This design comes from an exercise in tuning for small area, a short achievable clock period and few clock cycles per item on the open sky130 flow, not from production work.
RTL that was checked went through simulation tests only; none was proved equivalent to the original.
Power is estimated from default activity; no workload was simulated.

Setup of v6:
==> flow/design.v <==
`timescale 1ns / 1ps
module cordic(
    input clk,
    input rst,                 
    input start,               
    input signed [7:0] xin,
    input signed [7:0] yin,
    input signed [7:0] angle,
    output reg signed [7:0] sine,
    output reg done
);
    reg signed [7:0] x, y, z;
    reg [6:0] ph;
    wire idle = ph[0];
    reg [7:0] xs, ys, at;
    integer j, k;
    always @(*) begin
        for (j = 0; j < 8; j = j + 1) begin
            xs[j] = idle & xin[j];
            ys[j] = idle & yin[j];
            for (k = 1; k < 7; k = k + 1) begin
                xs[j] = xs[j] | (ph[k] & x[(j + k > 7) ? 7 : j + k]);
                ys[j] = ys[j] | (ph[k] & y[(j + k > 7) ? 7 : j + k]);
            end
        end
        at = ({8{idle}} & 8'd50) | ({8{ph[1]}} & 8'd29) | ({8{ph[2]}} & 8'd15)
           | ({8{ph[3]}} & 8'd8) | ({8{ph[4]}} & 8'd4) | ({8{ph[5]}} & 8'd2)
           | ({8{ph[6]}} & 8'd1);
    end
    wire signed [7:0] xa = idle ? xin : x;
    wire signed [7:0] ya = idle ? yin : y;
    wire signed [7:0] za = idle ? angle : z;
    wire neg = za[7];
    function [7:0] addsub;
        input [7:0] a, b;
        input n;
        reg [7:0] bb, g, p, gg, pp;
        begin
            bb = b ^ {8{n}};
            g = a & bb;
            p = a ^ bb;
            gg = g;
            pp = p;
            gg[0] = g[0] | (p[0] & n);
            {gg[1], pp[1]} = {gg[1] | (pp[1] & gg[0]), pp[1] & pp[0]};
            {gg[3], pp[3]} = {gg[3] | (pp[3] & gg[2]), pp[3] & pp[2]};
            {gg[5], pp[5]} = {gg[5] | (pp[5] & gg[4]), pp[5] & pp[4]};
            {gg[7], pp[7]} = {gg[7] | (pp[7] & gg[6]), pp[7] & pp[6]};
            {gg[3], pp[3]} = {gg[3] | (pp[3] & gg[1]), pp[3] & pp[1]};
            {gg[7], pp[7]} = {gg[7] | (pp[7] & gg[5]), pp[7] & pp[5]};
            {gg[5], pp[5]} = {gg[5] | (pp[5] & gg[3]), pp[5] & pp[3]};
            {gg[2], pp[2]} = {gg[2] | (pp[2] & gg[1]), pp[2] & pp[1]};
            {gg[4], pp[4]} = {gg[4] | (pp[4] & gg[3]), pp[4] & pp[3]};
            {gg[6], pp[6]} = {gg[6] | (pp[6] & gg[5]), pp[6] & pp[5]};
            addsub = p ^ {gg[6:0], n};
        end
    endfunction
    always @(posedge clk) begin
        x <= addsub(xa, ys, ~neg);
        y <= addsub(ya, xs, neg);
        z <= addsub(za, at, ~neg);
        done <= ph[6] & ~rst;
        if (rst)
            ph <= 7'b0000001;
        else if (idle)
            ph <= start ? 7'b0000010 : 7'b0000001;
        else
            ph <= {ph[5:0], ph[6]};
    end
    always @(*) sine = z[7] ? y - (x >>> 7) : y + (x >>> 7);
endmodule
Settings: LEC_CHECK=0, CAP_MARGIN=20, CORE_MARGIN=2, CORE_UTILIZATION=70, SETUP_SLACK_MARGIN=1.0, SLEW_MARGIN=20; clock period 4.0 ns.
standard.sh (not shown) runs the stock make flow with config.mk's settings and CLKGATE_MAP_FILE= SYNTH_SCRIPT=/design/flow/synth_recipe.tcl, a recipe that flattens the netlist after the stock synthesis.
==> flow/flow/run.sh <==
#!/bin/bash
# The standard layout, with the port buffers made from buf_2 cells instead of the
# slow delay buffers buffer_ports picks by default.
set -euo pipefail
export BUFFER_PORTS_ARGS="-buffer_cell sky130_fd_sc_hd__buf_2"

bash standard.sh > standard.log 2>&1
--- input diff v6..v7 ---
-- flow/design.v --
<<< v6, line 35
        input [7:0] a, b;
        input n;
        reg [7:0] bb, g, p, gg, pp;
        begin
            bb = b ^ {8{n}};
>>> v7, line 35
        input [7:0] a, b;
        input n;
        reg [7:0] bb, g, p, gg, pp, gn, pn;
        integer i, s;
        begin
            bb = b ^ {8{n}};
<<< v6, line 43
            pp = p;
            gg[0] = g[0] | (p[0] & n);
            {gg[1], pp[1]} = {gg[1] | (pp[1] & gg[0]), pp[1] & pp[0]};
            {gg[3], pp[3]} = {gg[3] | (pp[3] & gg[2]), pp[3] & pp[2]};
            {gg[5], pp[5]} = {gg[5] | (pp[5] & gg[4]), pp[5] & pp[4]};
            {gg[7], pp[7]} = {gg[7] | (pp[7] & gg[6]), pp[7] & pp[6]};
            {gg[3], pp[3]} = {gg[3] | (pp[3] & gg[1]), pp[3] & pp[1]};
            {gg[7], pp[7]} = {gg[7] | (pp[7] & gg[5]), pp[7] & pp[5]};
            {gg[5], pp[5]} = {gg[5] | (pp[5] & gg[3]), pp[5] & pp[3]};
            {gg[2], pp[2]} = {gg[2] | (pp[2] & gg[1]), pp[2] & pp[1]};
            {gg[4], pp[4]} = {gg[4] | (pp[4] & gg[3]), pp[4] & pp[3]};
            {gg[6], pp[6]} = {gg[6] | (pp[6] & gg[5]), pp[6] & pp[5]};
            addsub = p ^ {gg[6:0], n};
        end
>>> v7, line 44
            pp = p;
            gg[0] = g[0] | (p[0] & n);
            for (s = 1; s < 8; s = s * 2) begin
                gn = gg;
                pn = pp;
                for (i = 0; i < 8; i = i + 1) begin
                    if ((i & s) != 0) begin
                        gn[i] = gg[i] | (pp[i] & gg[(i & ~(s - 1)) - 1]);
                        pn[i] = pp[i] & pp[(i & ~(s - 1)) - 1];
                    end
                end
                gg = gn;
                pp = pn;
            end
            addsub = p ^ {gg[6:0], n};
        end
### Flow results
The run showing the smaller sequential fraction of design power is v6. The fraction of the yosys area taken by sequential cells of v7 falls short of that of v6 by 0.40 points. The higher number of buffers other than clock buffers in the final layout of v7 and v6 is in v6. In v7 the time the final worst path needs with I/O delays and setup turned out 0.090 ns lower than in v6. Comparing v7 and v6, the higher final critical-path setup slack was measured on v7. Summary of v7 over v6: peak supply drop now smaller, wire length of the first global-routing pass now smaller, clock network fraction of design power now larger, core region area now larger, initial core utilization now larger. Number of detailed-routing iterations run before antenna repair was higher in v6 than in v7. From v6 to v7 the numbers moved as follows: achievable frequency saw an increase; relative contribution of combinational cells to total power saw a decrease.
Testbench counts of v7, summed over its fixed seeds: cycles 28,000, items 4,000.
Only the layout flow was run in v6; the RTL was not checked for function there.

[re-timing with driven ports]
How much do the figures lean on ideal ports? The routed layouts below were timed once more, with nothing changed but the port constraints.
Step 1 assumes that a clkbuf_16 drives the clock port and a buf_2 every other input.
Step 2 adds t to the input delays and takes it off the output delays; t is the mean of the earliest and latest rising clock arrival at the registers after step 1. Input paths then give back, and output paths get back, about the clock's delay inside the block.
Slacks: ideal / step 1 / step 2; pairs: ideal / step 1.
| run | t, ns | setup slack, ns | hold WS [ns] |
|---|---|---|---|
| v6 | 0.314 | 1.006 / 1.008 / 0.699 | 0.594 / 0.594 / 0.594 |
| v7 | 0.317 | 1.096 / 1.067 / 0.904 | 0.589 / 0.589 / 0.589 |
After both steps setup and hold are still met in every run listed. The setup slack of v6, which loses most, moves by +0.002 ns with the drivers and by -0.307 ns with both steps.
